Background: an optimization exercise with open tools, aiming at small area, a short achievable clock period and few clock cycles per item. Do not read the settings as production practice.
Function was not checked in any run shown here: the RTL went through the layout flow alone.

`design/flow/config.mk`:
```
export PLATFORM = sky130hd
export DESIGN_NAME = Full_Connect
export DESIGN_NICKNAME = Full_Connect
export VERILOG_FILES = /design/flow/design.v
export SDC_FILE = /design/flow/constraint.sdc
export NUM_CORES = 4
export LEC_CHECK = 0
export CAP_MARGIN = 20
export CORE_MARGIN = 2
export CORE_UTILIZATION = 40
export SLEW_MARGIN = 20
export SYNTH_MEMORY_MAX_BITS = 16384
```
`design/flow/constraint.sdc`:
```
create_clock -name core_clock -period 8.0 [get_ports {aclk}]
set_input_delay 1.6000 -clock core_clock [delete_from_list [all_inputs] [get_ports {aclk}]]
set_output_delay 1.6000 -clock core_clock [all_outputs]
set_load 0.01 [all_outputs]
```
`design/flow/design.v`:
```
module Mul_Accumulate (
    input             clk,
    input             first,       
    input      [31:0] init,        
    input      [11:0] sel,
    input      [31:0] data,
    output reg [31:0] Dout
);
    wire [31:0] p0, p1, p2, p3;
    wire [32:0] dx = {data, 1'b0};
    wire [3:0]  one = {sel[9], sel[6], sel[3], sel[0]};
    wire [3:0]  two = {sel[10], sel[7], sel[4], sel[1]};
    wire [3:0]  neg = {sel[11], sel[8], sel[5], sel[2]};
    genvar j;
    generate
        for (j = 0; j < 32; j = j + 1) begin : pp
            assign p0[j] = ((one[0] & dx[j+1]) | (two[0] & dx[j])) ^ neg[0];
            assign p1[j] = ((one[1] & dx[j+1]) | (two[1] & dx[j])) ^ neg[1];
            assign p2[j] = ((one[2] & dx[j+1]) | (two[2] & dx[j])) ^ neg[2];
            assign p3[j] = ((one[3] & dx[j+1]) | (two[3] & dx[j])) ^ neg[3];
        end
    endgenerate
    wire s1 = p0[6] ^ p1[4];
    wire c2 = p0[6] & p1[4];
    wire s3 = p0[7] ^ p1[5] ^ p2[3];
    wire c4 = (p0[7] & p1[5]) | (p0[7] & p2[3]) | (p1[5] & p2[3]);
    wire s5 = p0[8] ^ p1[6] ^ p2[4];
    wire c6 = (p0[8] & p1[6]) | (p0[8] & p2[4]) | (p1[6] & p2[4]);
    wire s7 = p0[9] ^ p1[7] ^ p2[5];
    wire c8 = (p0[9] & p1[7]) | (p0[9] & p2[5]) | (p1[7] & p2[5]);
    wire s9 = p0[10] ^ p1[8] ^ p2[6];
    wire c10 = (p0[10] & p1[8]) | (p0[10] & p2[6]) | (p1[8] & p2[6]);
    wire s11 = p0[11] ^ p1[9] ^ p2[7];
    wire c12 = (p0[11] & p1[9]) | (p0[11] & p2[7]) | (p1[9] & p2[7]);
    wire s13 = p0[12] ^ p1[10] ^ p2[8];
    wire c14 = (p0[12] & p1[10]) | (p0[12] & p2[8]) | (p1[10] & p2[8]);
    wire s15 = p0[13] ^ p1[11] ^ p2[9];
    wire c16 = (p0[13] & p1[11]) | (p0[13] & p2[9]) | (p1[11] & p2[9]);
    wire s17 = p0[14] ^ p1[12] ^ p2[10];
    wire c18 = (p0[14] & p1[12]) | (p0[14] & p2[10]) | (p1[12] & p2[10]);
    wire s19 = p0[15] ^ p1[13] ^ p2[11];
    wire c20 = (p0[15] & p1[13]) | (p0[15] & p2[11]) | (p1[13] & p2[11]);
    wire s21 = p0[16] ^ p1[14] ^ p2[12];
    wire c22 = (p0[16] & p1[14]) | (p0[16] & p2[12]) | (p1[14] & p2[12]);
    wire s23 = p0[17] ^ p1[15] ^ p2[13];
    wire c24 = (p0[17] & p1[15]) | (p0[17] & p2[13]) | (p1[15] & p2[13]);
    wire s25 = p0[18] ^ p1[16] ^ p2[14];
    wire c26 = (p0[18] & p1[16]) | (p0[18] & p2[14]) | (p1[16] & p2[14]);
    wire s27 = p0[19] ^ p1[17] ^ p2[15];
    wire c28 = (p0[19] & p1[17]) | (p0[19] & p2[15]) | (p1[17] & p2[15]);
    wire s29 = p0[20] ^ p1[18] ^ p2[16];
    wire c30 = (p0[20] & p1[18]) | (p0[20] & p2[16]) | (p1[18] & p2[16]);
    wire s31 = p0[21] ^ p1[19] ^ p2[17];
    wire c32 = (p0[21] & p1[19]) | (p0[21] & p2[17]) | (p1[19] & p2[17]);
    wire s33 = p0[22] ^ p1[20] ^ p2[18];
    wire c34 = (p0[22] & p1[20]) | (p0[22] & p2[18]) | (p1[20] & p2[18]);
    wire s35 = p0[23] ^ p1[21] ^ p2[19];
    wire c36 = (p0[23] & p1[21]) | (p0[23] & p2[19]) | (p1[21] & p2[19]);
    wire s37 = p0[24] ^ p1[22] ^ p2[20];
    wire c38 = (p0[24] & p1[22]) | (p0[24] & p2[20]) | (p1[22] & p2[20]);
    wire s39 = p0[25] ^ p1[23] ^ p2[21];
    wire c40 = (p0[25] & p1[23]) | (p0[25] & p2[21]) | (p1[23] & p2[21]);
    wire s41 = p0[26] ^ p1[24] ^ p2[22];
    wire c42 = (p0[26] & p1[24]) | (p0[26] & p2[22]) | (p1[24] & p2[22]);
    wire s43 = p0[27] ^ p1[25] ^ p2[23];
    wire c44 = (p0[27] & p1[25]) | (p0[27] & p2[23]) | (p1[25] & p2[23]);
    wire s45 = p0[28] ^ p1[26] ^ p2[24];
    wire c46 = (p0[28] & p1[26]) | (p0[28] & p2[24]) | (p1[26] & p2[24]);
    wire s47 = p0[29] ^ p1[27] ^ p2[25];
    wire c48 = (p0[29] & p1[27]) | (p0[29] & p2[25]) | (p1[27] & p2[25]);
    wire s49 = p0[30] ^ p1[28] ^ p2[26];
    wire c50 = (p0[30] & p1[28]) | (p0[30] & p2[26]) | (p1[28] & p2[26]);
    wire s51 = p0[31] ^ p1[29] ^ p2[27];
    wire c52 = (p0[31] & p1[29]) | (p0[31] & p2[27]) | (p1[29] & p2[27]);
    wire s53 = p0[4] ^ p1[2];
    wire c54 = p0[4] & p1[2];
    wire s55 = p0[5] ^ p1[3] ^ p2[1];
    wire c56 = (p0[5] & p1[3]) | (p0[5] & p2[1]) | (p1[3] & p2[1]);
    wire s57 = p2[2] ^ p3[0] ^ s1;
    wire c58 = (p2[2] & p3[0]) | (p2[2] & s1) | (p3[0] & s1);
    wire s59 = p3[1] ^ c2 ^ s3;
    wire c60 = (p3[1] & c2) | (p3[1] & s3) | (c2 & s3);
    wire s61 = p3[2] ^ c4 ^ s5;
    wire c62 = (p3[2] & c4) | (p3[2] & s5) | (c4 & s5);
    wire s63 = p3[3] ^ c6 ^ s7;
    wire c64 = (p3[3] & c6) | (p3[3] & s7) | (c6 & s7);
    wire s65 = p3[4] ^ c8 ^ s9;
    wire c66 = (p3[4] & c8) | (p3[4] & s9) | (c8 & s9);
    wire s67 = p3[5] ^ c10 ^ s11;
    wire c68 = (p3[5] & c10) | (p3[5] & s11) | (c10 & s11);
    wire s69 = p3[6] ^ c12 ^ s13;
    wire c70 = (p3[6] & c12) | (p3[6] & s13) | (c12 & s13);
    wire s71 = p3[7] ^ c14 ^ s15;
    wire c72 = (p3[7] & c14) | (p3[7] & s15) | (c14 & s15);
    wire s73 = p3[8] ^ c16 ^ s17;
    wire c74 = (p3[8] & c16) | (p3[8] & s17) | (c16 & s17);
    wire s75 = p3[9] ^ c18 ^ s19;
    wire c76 = (p3[9] & c18) | (p3[9] & s19) | (c18 & s19);
    wire s77 = p3[10] ^ c20 ^ s21;
    wire c78 = (p3[10] & c20) | (p3[10] & s21) | (c20 & s21);
    wire s79 = p3[11] ^ c22 ^ s23;
    wire c80 = (p3[11] & c22) | (p3[11] & s23) | (c22 & s23);
    wire s81 = p3[12] ^ c24 ^ s25;
    wire c82 = (p3[12] & c24) | (p3[12] & s25) | (c24 & s25);
    wire s83 = p3[13] ^ c26 ^ s27;
    wire c84 = (p3[13] & c26) | (p3[13] & s27) | (c26 & s27);
    wire s85 = p3[14] ^ c28 ^ s29;
    wire c86 = (p3[14] & c28) | (p3[14] & s29) | (c28 & s29);
    wire s87 = p3[15] ^ c30 ^ s31;
    wire c88 = (p3[15] & c30) | (p3[15] & s31) | (c30 & s31);
    wire s89 = p3[16] ^ c32 ^ s33;
    wire c90 = (p3[16] & c32) | (p3[16] & s33) | (c32 & s33);
    wire s91 = p3[17] ^ c34 ^ s35;
    wire c92 = (p3[17] & c34) | (p3[17] & s35) | (c34 & s35);
    wire s93 = p3[18] ^ c36 ^ s37;
    wire c94 = (p3[18] & c36) | (p3[18] & s37) | (c36 & s37);
    wire s95 = p3[19] ^ c38 ^ s39;
    wire c96 = (p3[19] & c38) | (p3[19] & s39) | (c38 & s39);
    wire s97 = p3[20] ^ c40 ^ s41;
    wire c98 = (p3[20] & c40) | (p3[20] & s41) | (c40 & s41);
    wire s99 = p3[21] ^ c42 ^ s43;
    wire c100 = (p3[21] & c42) | (p3[21] & s43) | (c42 & s43);
    wire s101 = p3[22] ^ c44 ^ s45;
    wire c102 = (p3[22] & c44) | (p3[22] & s45) | (c44 & s45);
    wire s103 = p3[23] ^ c46 ^ s47;
    wire c104 = (p3[23] & c46) | (p3[23] & s47) | (c46 & s47);
    wire s105 = p3[24] ^ c48 ^ s49;
    wire c106 = (p3[24] & c48) | (p3[24] & s49) | (c48 & s49);
    wire s107 = p3[25] ^ c50 ^ s51;
    wire c108 = (p3[25] & c50) | (p3[25] & s51) | (c50 & s51);
    reg  [31:0] S, C;
    always @(posedge clk) begin
        S      <= {c106 , c104 , c102 , c100 , c98 , c96 , c94 , c92 , c90 , c88 , c86 , c84 , c82 , c80 , c78 , c76 , c74 , c72 , c70 , c68 , c66 , c64 , c62 , c60 , c58 , c56 , c54 , p2[0] , p0[3] , p0[2] , p0[1] , p0[0]};
        C      <= {s107 , s105 , s103 , s101 , s99 , s97 , s95 , s93 , s91 , s89 , s87 , s85 , s83 , s81 , s79 , s77 , s75 , s73 , s71 , s69 , s67 , s65 , s63 , s61 , s59 , s57 , s55 , s53 , p1[1] , p1[0] , 1'b0 , 1'b0};
        Dout   <= (first ? init : Dout) + S + C;
    end
endmodule
module Weight_ROM #(
    parameter N = 16
)(
    input      [5:0]      addr,
    output reg [12*N-1:0] sel,
    output     [32*N-1:0] init
);
    always @(*) begin
        case (addr)
            6'd0: sel = 192'h00002800002d02d00000000600e00500d005029001001000;
            6'd1: sel = 192'h001006005005006000029000000005000000029001006001;
            6'd2: sel = 192'h00603102d00500503114900004e00907007002e000006000;
            6'd3: sel = 192'h02902800000e00102802802900515600500503000602e02e;
            6'd4: sel = 192'h00102900602800600600000000e000000006029006000000;
            6'd5: sel = 192'h00000e00500000d02800600000100e00000000d006006000;
            6'd6: sel = 192'h00100000000000002902900600e02d15502e006029031000;
            6'd7: sel = 192'h00500001600803100007100502d01504600e029009015000;
            6'd8: sel = 192'h001000a56a05a4e16d1960290280080b004900d148140168;
            6'd9: sel = 192'h00002800600000000100600500e00600500e000001005001;
            6'd10: sel = 192'h00100117115507001602800002d00502d181a1618d169000;
            6'd11: sel = 192'h02800600100d00002900100800600800015502e028005028;
            6'd12: sel = 192'h029029031005000029031145029001016069070009029028;
            6'd13: sel = 192'h00514816914e14914503100014e14605537004e04002d000;
            6'd14: sel = 192'h02900000d00800e00000d00000000800002802e001000000;
            6'd15: sel = 192'h00602901602800002800500000500d029ab1a2918000000e;
            6'd16: sel = 192'h000171a68aad03100001500100806e04504801616e18e155;
            6'd17: sel = 192'h01614da41b40ab1a2903006e07006d34034036804d00e00d;
            6'd18: sel = 192'h070015a0ea4500d380071005156140168a46b46a6d14e005;
            6'd19: sel = 192'h02d01604006900100000100901506e02e16d16e00000d005;
            6'd20: sel = 192'h00ea09a4000000100e0000700460b006e04601614da86a86;
            6'd21: sel = 192'h009029196a8500816ea4800014016e04104d04500e149001;
            6'd22: sel = 192'h00600504e04906902800500d070070071071030071000009;
            6'd23: sel = 192'h00514d07016d14906e00500500002e145b4eb46a2d028005;
            6'd24: sel = 192'h169188aa9148005070045148016040040069141189aad005;
            6'd25: sel = 192'h08604906804504514601605501506e0550ad04904d14e14d;
            6'd26: sel = 192'h00100616819606d040028001028031148b5518e148006001;
            6'd27: sel = 192'h02905534d3453800b101601506906d145aa917102906e016;
            6'd28: sel = 192'h18919500604000900100800004604906906900914116e030;
            6'd29: sel = 192'h0b006e028001006188a6e00ea5615500d01506d00803100e;
            6'd30: sel = 192'h06d00d0853410ae04600900902e02d00800d008048016016;
            6'd31: sel = 192'h00103000503000505502902d00d005170b46b5614100002d;
            6'd32: sel = 192'h16914902e14e00601615616806d06e02e145070071015056;
            6'd33: sel = 192'h38804e07104106904836e06800e00807106e071030170145;
            6'd34: sel = 192'h008000031000068006195006000000028a4802e15600e006;
            6'd35: sel = 192'h00639520935637106800e15507004802d0160b0086015016;
            6'd36: sel = 192'h14e00107107000900901614d07004006e00d02e000071046;
            6'd37: sel = 192'h38801602d006005028070031a4814d00906d00d15518902e;
            6'd38: sel = 192'h0301480000a804914e06d00500d00e0700b137134e008008;
            6'd39: sel = 192'h00000014614814d02e03000100e031a4ea55189028006001;
            6'd40: sel = 192'h049048009169170195a6815614817019500007100904e048;
            6'd41: sel = 192'h04506e01606904604604d148170169000069070008005028;
            6'd42: sel = 192'h07001502915602d14016d00000000614502e02814d170001;
            6'd43: sel = 192'h03100d34534e38906814915600804d195a16aad009015069;
            6'd44: sel = 192'h04e055069016016070028aa916d03014802801604e046085;
            6'd45: sel = 192'h03002e02800d00007105502d03000e07004600d16ea09029;
            6'd46: sel = 192'h16d19617104e00007003014907101504005614114814900e;
            6'd47: sel = 192'h00104e16eaada40a5602d00000002e169141149030031005;
            6'd48: sel = 192'h04106914e196a86a48a7002e14518902d04600d041048001;
            6'd49: sel = 192'h02902902807001506e00514103002d00001500d008005031;
            6'd50: sel = 192'h04104d028a4918014101600503102e028071170195a40000;
            6'd51: sel = 192'h02802e07100900000015602d00d00002d17100602900906e;
            6'd52: sel = 192'h040068001016008029a8618918d14e149005009046056016;
            6'd53: sel = 192'h17014800000006d0b008502d028016071016000170a70029;
            6'd54: sel = 192'h16d14603100d02900d14d02802800d06e00e14d18014900e;
            6'd55: sel = 192'h02939500d171a6e19600000602914902d18803014002d029;
            6'd56: sel = 192'h07004901602d14e18d03015515514d00506e0ad0b007000e;
            6'd57: sel = 192'h14000e00500d07107000100615503100801607106800e02e;
            6'd58: sel = 192'h0b00a8008a8614500800900002d02e04601618018e156000;
            6'd59: sel = 192'h02d02e00100602900502900000600d00103002e028001005;
            6'd60: sel = 192'h00e04600104806e02904106e03014514801504805507106d;
            6'd61: sel = 192'h00600e00e1550000b10400000090090400b0030a01188000;
            6'd62: sel = 192'h00002d15502d02d029028005155028009000148146000000;
            6'd63: sel = 192'h000055070005196028000028000005156a8515618900002d;
            default: sel = 192'h0;
        endcase
    end
    assign init[31:0] = 32'h000000e3;
    assign init[63:32] = 32'h00000288;
    assign init[95:64] = 32'h0000027b;
    assign init[127:96] = 32'h0000032a;
    assign init[159:128] = 32'h000003c1;
    assign init[191:160] = 32'h000001ad;
    assign init[223:192] = 32'h00000152;
    assign init[255:224] = 32'h000001ad;
    assign init[287:256] = 32'h0000015d;
    assign init[319:288] = 32'h00000250;
    assign init[351:320] = 32'h0000020a;
    assign init[383:352] = 32'h0000025d;
    assign init[415:384] = 32'h00000373;
    assign init[447:416] = 32'h000002b0;
    assign init[479:448] = 32'h00000181;
    assign init[511:480] = 32'h00000114;
endmodule
module Full_Connect (
    input              aclk,
    input              aresetn,
    input              s_valid,
    input  [31:0]      s_data,
    output             s_ready,
    output             m_valid,
    output [16*32-1:0] m_data
);
    localparam N = 16;
    reg         busy;        
    reg  [5:0]  cnt;         
    reg         l1, l2, l3;  
    reg         f1, f2;      
    reg  [31:0] x1;
    reg  [12*N-1:0] sel1;
    wire [12*N-1:0] sel;
    wire [32*N-1:0] init;
    wire take = busy | s_valid;
    assign s_ready = !busy;
    always @(posedge aclk or negedge aresetn) begin
        if (!aresetn) begin
            busy <= 1'b0;
            cnt  <= 6'd0;
            l1   <= 1'b0;
            l2   <= 1'b0;
            l3   <= 1'b0;
        end
        else begin
            if (take) begin
                cnt  <= cnt + 6'd1;
                busy <= (cnt != 6'd63);
            end
            l1 <= take & (cnt == 6'd63);
            l2 <= l1;
            l3 <= l2;
        end
    end
    Weight_ROM #(.N(N)) Weight_ROM (
        .addr(cnt),
        .sel(sel),
        .init(init)
    );
    always @(posedge aclk) begin
        x1   <= s_data;
        sel1 <= sel;
        f1   <= (cnt == 6'd0);
        f2   <= f1;
    end
    genvar i;
    generate
        for (i = 0; i < N; i = i + 1) begin : neuron
            Mul_Accumulate Mul_Accumulate (
                .clk(aclk),
                .first(f2),
                .init(init[32*i+31:32*i]),
                .sel(sel1[12*i+11:12*i]),
                .data(x1),
                .Dout(m_data[32*i+31:32*i])
            );
        end
    endgenerate
    assign m_valid = l3;
endmodule
```
`design/flow/run.sh`:
```
#!/bin/bash
# synth_recipe.tcl (not shown) runs the flow's synth.tcl, then flattens the netlist and writes it again
# the make line also repeats each setting of config.mk as NAME=value (left out here)
make -C /OpenROAD-flow-scripts/flow DESIGN_CONFIG=/design/flow/config.mk WORK_HOME=/design/flow/orfs CLKGATE_MAP_FILE= SYNTH_SCRIPT=/design/flow/synth_recipe.tcl finish
```
==> results of run 1 <==
## layout make-up
cell class                 instances  area (um2)  share of cell area, %
tap                             4325        5411                  3.687
antenna                           16       40.04                0.02728
sequential                      1716       34610                  23.58
clock buffer                     269        5801                  3.952
inverter                        1186        4452                  3.033
clock inverter                   120        1455                 0.9915
multi-input combinational       9830       87180                  59.40
timing repair buffer             843        7812                  5.323
## sequential cells by signal, indices dropped and copies added (netlist names)
name and flops:
f2 1, neuron.Mul_Accumulate.S 512, neuron.Mul_Accumulate.Dout 512, l2 1, sel1 168, l1 1, f1 1, busy 1
cnt 6, l3 1, x1 32, neuron.Mul_Accumulate.C 480
## cells by family after synthesis
kind of cell               share of synthesized area, %
AOI/OAI and AO/OA                                 17.51
xor gates and xnor gates                          15.16
adders and majority gates                         24.97
buffers and inverters                             6.791
DFF                                               26.39
muxes                                            0.2620
and+or+nand+nor                                   8.917
## cell usage in the layout (no fill, tap or decap), types with 54 or more instances in the layout
cell type	Yosys	final
nor2_1	469	458
clkbuf_16	0	213
nor2b_1	592	589
nand2_1	752	749
buf_4	1	286
a211oi_1	56	56
xor2_1	1296	1296
dfxtp_1	1706	1621
inv_1	1183	1183
o21bai_1	58	58
nand2b_1	85	85
fa_1	1255	1255
a21o_1	246	246
o21ai_0	402	401
a22oi_1	1410	1410
a21oi_1	600	599
a31oi_1	67	67
ha_1	594	592
clkinv_2	0	56
clkdlybuf4s50_1	0	548
xnor2_1	960	960
nor3_1	82	80
o211ai_1	56	56
o21a_1	61	61
nand3_1	148	148
nand4_1	54	54
## stage by stage
step | instance area (um2) | setup WS (ps) | utilization [%] | cells | hold slack (ps)
after global placement | 139400 | 2933 | 43.00 | 17900 | 310.8
after CTS | 146700 | 2900 | 45.24 | 18290 | 324.6
after detailed placement | 139400 | 2918 | 43.00 | 17900 | 311.8
final | 146800 | 2899 | 45.26 | 18310 | 323.7
after global routing | 146700 | 2532 | 45.25 | 18290 | 326.7
after floorplan | 130400 | 3554 | - | 13900 | 309.6
## path summary, 6_finish.rpt
| check | to | cells after the start |
|---|---|---|
| max | neuron[7].Mul_Accumulate.Dout[29]$_DFF_P_ | 16 |
| min | f2$_DFF_P_ | 0 |
| max reg2reg | neuron[7].Mul_Accumulate.Dout[29]$_DFF_P_ | 16 |
| min reg2reg | f2$_DFF_P_ | 0 |
| max in group asynchronous | cnt[5]$_DFFE_PN0N_ | 1 |
| min in group asynchronous | cnt[4]$_DFFE_PN0N_ | 1 |
## routing by layer
metal | track usage, % | share of wire (%) | wire length [um] | up-vias
met5 | 0 | 0.028 | 137 | -
met4 | 13.70 | 5.2 | 25400 | 20
met3 | 5.267 | 7.5 | 36100 | 923
met2 | 44.65 | 45 | 216600 | 4223
met1 | 38.41 | 43 | 205800 | 51530
li1 | - | - | - | 46220
==> flow_summary.toml, run 1 <==
[status]
outcome = "complete, no violations"

[timing]
max_freq_ghz = 0.1960
worst_pin_slew_ps = 1312
fin_tns_setup_ps = 0
hold_viol = 0
finalSetupViolations = 0
slew_violations = 0
finalCritPeriodShare_pct = 63.76
slew_headroom_pct = 11.61
period_minus_slack_ps = 5101
rsz0062_at_grt = "no"
clock_skew_ps = 80.40

[cells_and_area]
area_growth_pct = 12.58
drive_gt1_share_pct = 6.237
nFillCells = 31080
final_nets = 15670

[setup_path]
endpoint_kind = "flip-flop"
cpMaxStageDelayCell = "dfxtp_4"
startpoint_type = "flip-flop"
cp_max_fo = 33
r2r_slack_ps = 2900
critical_path.top_delay_family = "compound AO/OA/AOI/OAI gates"
cp.required_ps = 8790
max_stage_delay_ps = 810
crit_type = "flip-flop to flip-flop"
path_buf_inv = 2
worstPathArrival_ps = 5890
path_cells = "buf_4 > or2_2 > ha_1 > ha_1 > inv_1 > fa_1 > nor2b_1 > o2111ai_1 > a31oi_1 > o21ai_0 > a21oi_1 > o21ai_0 > o41ai_1 > a21bo_2 > a21oi_1 > xnor2_1"
startpoint = "f2$_DFF_P_"
timing.rr.start = "f2$_DFF_P_"

[logic_synthesis]
ys.flop_type = "dfxtp_1"
ys_types = 98
synth-edff-count = 0
avgSynthCellArea_um2 = 9.376
synth_seq_cells = 1716
syn_area_mm2 = 0.1304
synth_cells = 13900
yosysWarnings = 3
async_flop_share_pct = 0.5828
yosys-top-cells-count = "1706 x dfxtp_1, 1410 x a22oi_1, 1296 x xor2_1"
syn-num-nets = 15790
synth_top_area_share_pct = 26.20
synthMostInstantiatedCell = "dfxtp_1"
synth.area.top_cells = "dfxtp_1 26%, fa_1 19%, xor2_1 8.7%"
yosysSeqAreaShare_pct = 26.39
post-synth-top-area-cell = "dfxtp_1"

[routing]
drt-initial-drc-count = 9320
vias = 102900
drc = 0
via_per_inst = 5.622
drt_first_pass_iters = 9
wl_mm = 484.0
post_drt_wl_per_cell_um = 26.44
drtAntennaViolNets = 0

[global_route]
grt_pass1_vias = 105000
grt_pass1_wl_mm = 716.4
grt_start_max_net_pins = 114
antenna_found_initial = 37
grt_usage_pct = 28.69
grt_overflow = 0

[die]
placementRows = 209
die_h_um = 574.9
core_area_mm2 = 0.3243
die-area_mm2 = 0.3305
ios = 549
dieWidth_um = 574.9
start_util_pct = 40.20

[clock_network]
cts_tree = "built"
clkTransAtPathRegs_ps = 60
cts-buffers-inserted = 210
insertion_delay_ps = 960
clock_path_buffers = 4
holdBufCountCts = 0
cts_max_level = 4
cts_root_buf = "clkbuf_16"
post-cts-setup-buffers = 0
cts_sinks = 1716
cts_resized = 0

[hold_path]
hold_start = "f1$_DFF_P_"
hp-class = "flip-flop to flip-flop"

[placed_design]
dp_hpwl_mm = 334.9
port_buffers = 548
place.gp.congestion = 1.040

[flow_run]
drv_cap = 0
==> run 2, diff against run 1 <==
--- a/design/flow/config.mk
+++ b/design/flow/config.mk
@@ -8,5 +8,6 @@
 export CAP_MARGIN = 20
 export CORE_MARGIN = 2
 export CORE_UTILIZATION = 40
+export SETUP_SLACK_MARGIN = 4.8
 export SLEW_MARGIN = 20
 export SYNTH_MEMORY_MAX_BITS = 16384
==> run 2 against run 1 <==
  * Still clean on timing, DRC and antenna
  * Count of clock-buffer cells in the layout rose by 10
  * Die area is the same
  * First-iteration DRC count grew 12%
  * Sequential share of layout area fell by 1.6 points
  * Synthesized area is the same
  * Core utilization up 3.8 points
  * Largest cell class unchanged
  * Highest routed layer unchanged
==> flow_summary.toml, run 2 <==
[logic_synthesis]
syn_area_mm2 = 0.1304
synth_compound_area_share_pct = 17.51
synthMostInstantiatedCell = "dfxtp_1"
syn-num-nets = 15790
synth.area.top_cells = "dfxtp_1 26%, fa_1 19%, xor2_1 8.7%"
yosys.area_share.simple_pct = 8.917
synth_mux_area_share_pct = 0.2620
ys.flop_type = "dfxtp_1"
post-synth-top-area-cell = "dfxtp_1"
synth_top_area_share_pct = 26.20
synth_top_family_by_area = "adder cells"
synth-adder-area-share_pct = 24.97
synth_xor_area_share_pct = 15.16
ys_types = 98
yosys-top-cells-count = "1706 x dfxtp_1, 1410 x a22oi_1, 1296 x xor2_1"
yosysWarnings = 3
synth_cells = 13900
synth-edff-count = 0
synth_seq_cells = 1716
avgSynthCellArea_um2 = 9.376
async_flop_share_pct = 0.5828
yosysSeqAreaShare_pct = 26.39

[placed_design]
dp_hpwl_mm = 325.1
place.gp.congestion = 1.080
port_buffers = 548
dpl_cell_area_mm2 = 0.1404

[timing]
slew_violations = 0
worst_pin_slew_ps = 1217
period_minus_slack_ps = 4023
timing.hold.ws_ps = 330.9
clock_skew_ps = 56.70
finalCritPeriodShare_pct = 50.29
rsz0062_at_grt = "yes"
finalSetupViolations = 0
max_freq_ghz = 0.2486
fin_tns_setup_ps = 0
slew_headroom_pct = 18.76
hold_viol = 0

[die]
ios = 549
dieWidth_um = 574.9
die-area_mm2 = 0.3305
placementRows = 209
start_util_pct = 40.20
core_area_mm2 = 0.3243
die_h_um = 574.9

[cells_and_area]
final_common_cell = "dfxtp_1"
drive_gt1_share_pct = 19.26
final_nets = 16130
nFillCells = 29760
reg_top3 = "neuron.Mul_Accumulate.Dout: 512 flops, neuron.Mul_Accumulate.S: 512 flops, neuron.Mul_Accumulate.C: 480 flops"
fin_area_mm2 = 0.1589
final_cell_mix = "1428 x dfxtp_1, 1408 x a22oi_1, 1293 x xor2_1, 1228 x fa_1, 1141 x inv_1"
area_growth_pct = 21.91

[setup_path]
startpoint = "f2$_DFF_P_"
r2r_end = "neuron[7].Mul_Accumulate.Dout[24]$_DFF_P_"
endpoint_kind = "flip-flop"
max_stage_delay_ps = 570
cp.depth = 16
worst_setup_path_endpoint = "neuron[7].Mul_Accumulate.Dout[24]$_DFF_P_"
critical_path.top_delay_family = "compound AO/OA/AOI/OAI gates"
cp.required_ps = 8830
timing.rr.start = "f2$_DFF_P_"
cpMaxStageDelayCell = "fa_2"
worstPathArrival_ps = 4850
path_cells = "buf_12 > buf_16 > or2_4 > fa_2 > ha_4 > a211o_4 > a2111oi_4 > o2111ai_2 > a221o_1 > nand2_2 > nor3_4 > o2111ai_4 > buf_6 > nand2b_4 > a21oi_4 > xnor2_1"
path_buf_inv = 3
reg2reg_depth = 16
crit_type = "flip-flop to flip-flop"
startpoint_type = "flip-flop"
r2r_slack_ps = 3980
cp_max_fo = 5

[global_route]
grt_start_max_net_pins = 84
grt_usage_pct = 29.29
grt_overflow = 0
antenna_found_initial = 31
grt_pass1_vias = 107600
grt_pass1_wl_mm = 733.4

[routing]
drt-initial-drc-count = 10480
wl_mm = 504.0
drtAntennaViolNets = 0
drc = 0
post_drt_wl_per_cell_um = 26.85
vias = 106700
via_per_inst = 5.688
drt_first_pass_iters = 6

[flow_run]
drv_cap = 0

[clock_network]
cts-buffers-inserted = 209
holdBufCountCts = 0
cts_root_buf = "clkbuf_16"
cts_tree = "built"
cts_sinks = 1716
clock_path_buffers = 4
clkTransAtPathRegs_ps = 70
insertion_delay_ps = 930
cts_max_level = 4

[hold_path]
hp-class = "flip-flop to flip-flop"

[status]
outcome = "complete, no violations"
## run 2: cell counts after synthesis
Identical to the previous run, type by type.
## run 2: kinds of logic (layout without fill, tap and decap cells)
family	Yosys count	in the layout
buffers and inverters	2357	2880
adders and majority gates	1849	1849
xor gates and xnor gates	2256	2256
AOI/OAI and AO/OA	3323	3323
and+or+nand+nor	2381	2381
DFF	1716	1716
other	0	16
muxes	21	21
## run 2: worst min path at each step
stage                             to  cells past startpoint  startpoint  slack, ps
after floorplan           f2$_DFF_P_                      0  f1$_DFF_P_        310
after global placement    f2$_DFF_P_                      0  f1$_DFF_P_        310
after detailed placement  f2$_DFF_P_                      0  f1$_DFF_P_        320
after CTS                 f2$_DFF_P_                      0  f1$_DFF_P_        330
after global routing      f2$_DFF_P_                      0  f1$_DFF_P_        340
final                     f2$_DFF_P_                      0  f1$_DFF_P_        330
## run 2: cell type report
| class | instances | area [um2] | share of cell area, % |
|---|---|---|---|
| antenna | 16 | 40.04 | 0.02519 |
| clock buffer | 279 | 5959 | 3.750 |
| clock inverter | 108 | 1439 | 0.9054 |
| inverter | 1186 | 4478 | 2.818 |
| multi-input combinational | 9830 | 93760 | 59.00 |
| sequential | 1716 | 34960 | 22.00 |
| tap | 4325 | 5411 | 3.405 |
| timing repair buffer | 1307 | 12870 | 8.100 |
## run 2: routing by layer
metal  track usage, %  up-vias  share of wire, %  wire (um)
met3            6.218     1142               8.6      43360
met4            13.64       24               5.5      27470
li1                 -    47160                 -          -
met1            39.68    53450                42     210800
met2            44.54     4965                44     222200
met5                0        -             0.030        149
## run 2: worst reg2reg max path, delay by kind of cell (launching register included)
family / cells / cell delay (ps)
AOI/OAI and AO/OA: 6 / 1670
adders and majority gates: 2 / 790
and+or+nand+nor: 4 / 510
buffers and inverters: 3 / 440
DFF: 1 / 400
xor gates and xnor gates: 1 / 120
## run 2: per-stage QoR
step                setup slack, ps  utilization, %  cells
floorplan                      4269               -  13900
global route                   3854           49.00  18750
finish                         3977           49.01  18770
CTS                            3939           47.52  18560
detailed placement             3132           43.29  17870
global placement               3147           43.29  17870
## run 2: repair_timing
action | in CTS | in global routing
pin swaps | 363 | 439
cloned | 26 | 9
endpoints found under the setup margin | 1156 | 507
resized for setup | 2305 | 673
setup buffers | 276 | 181

-- re-timing with driven ports --
In the flow no input, the clock included, has a driving cell. The finished layouts below were timed again as built, in two steps. Step 1 (the two cells are an assumption about what drives the block):
set clk [get_ports {aclk}]
set_driving_cell -lib_cell sky130_fd_sc_hd__clkbuf_16 $clk
set_driving_cell -lib_cell sky130_fd_sc_hd__buf_2 [delete_from_list [all_inputs] $clk]
Step 2 adds t to the input delays and takes it off the output delays; t is the mean of the earliest and latest rising clock arrival at the registers after step 1. Input paths then give back, and output paths get back, about the clock's delay inside the block. Slacks: ideal ports / drivers / drivers and shift; pairs: ideal ports / drivers.
| run | t (ns) | setup slack, ns | clock arrival spread, ns | slew at the worst register clock pin (ns) | pins driven straight from the clock port |
|---|---|---|---|---|---|
| run 1 | 1.023 | 2.899 / 2.899 / 2.899 | 0.087 / 0.088 | 0.07 / 0.07 | 1 |
| run 2 | 1.010 | 3.977 / 3.977 / 3.977 | 0.066 / 0.066 | 0.07 / 0.07 | 1 |
After both steps setup and hold are still met in every run listed.
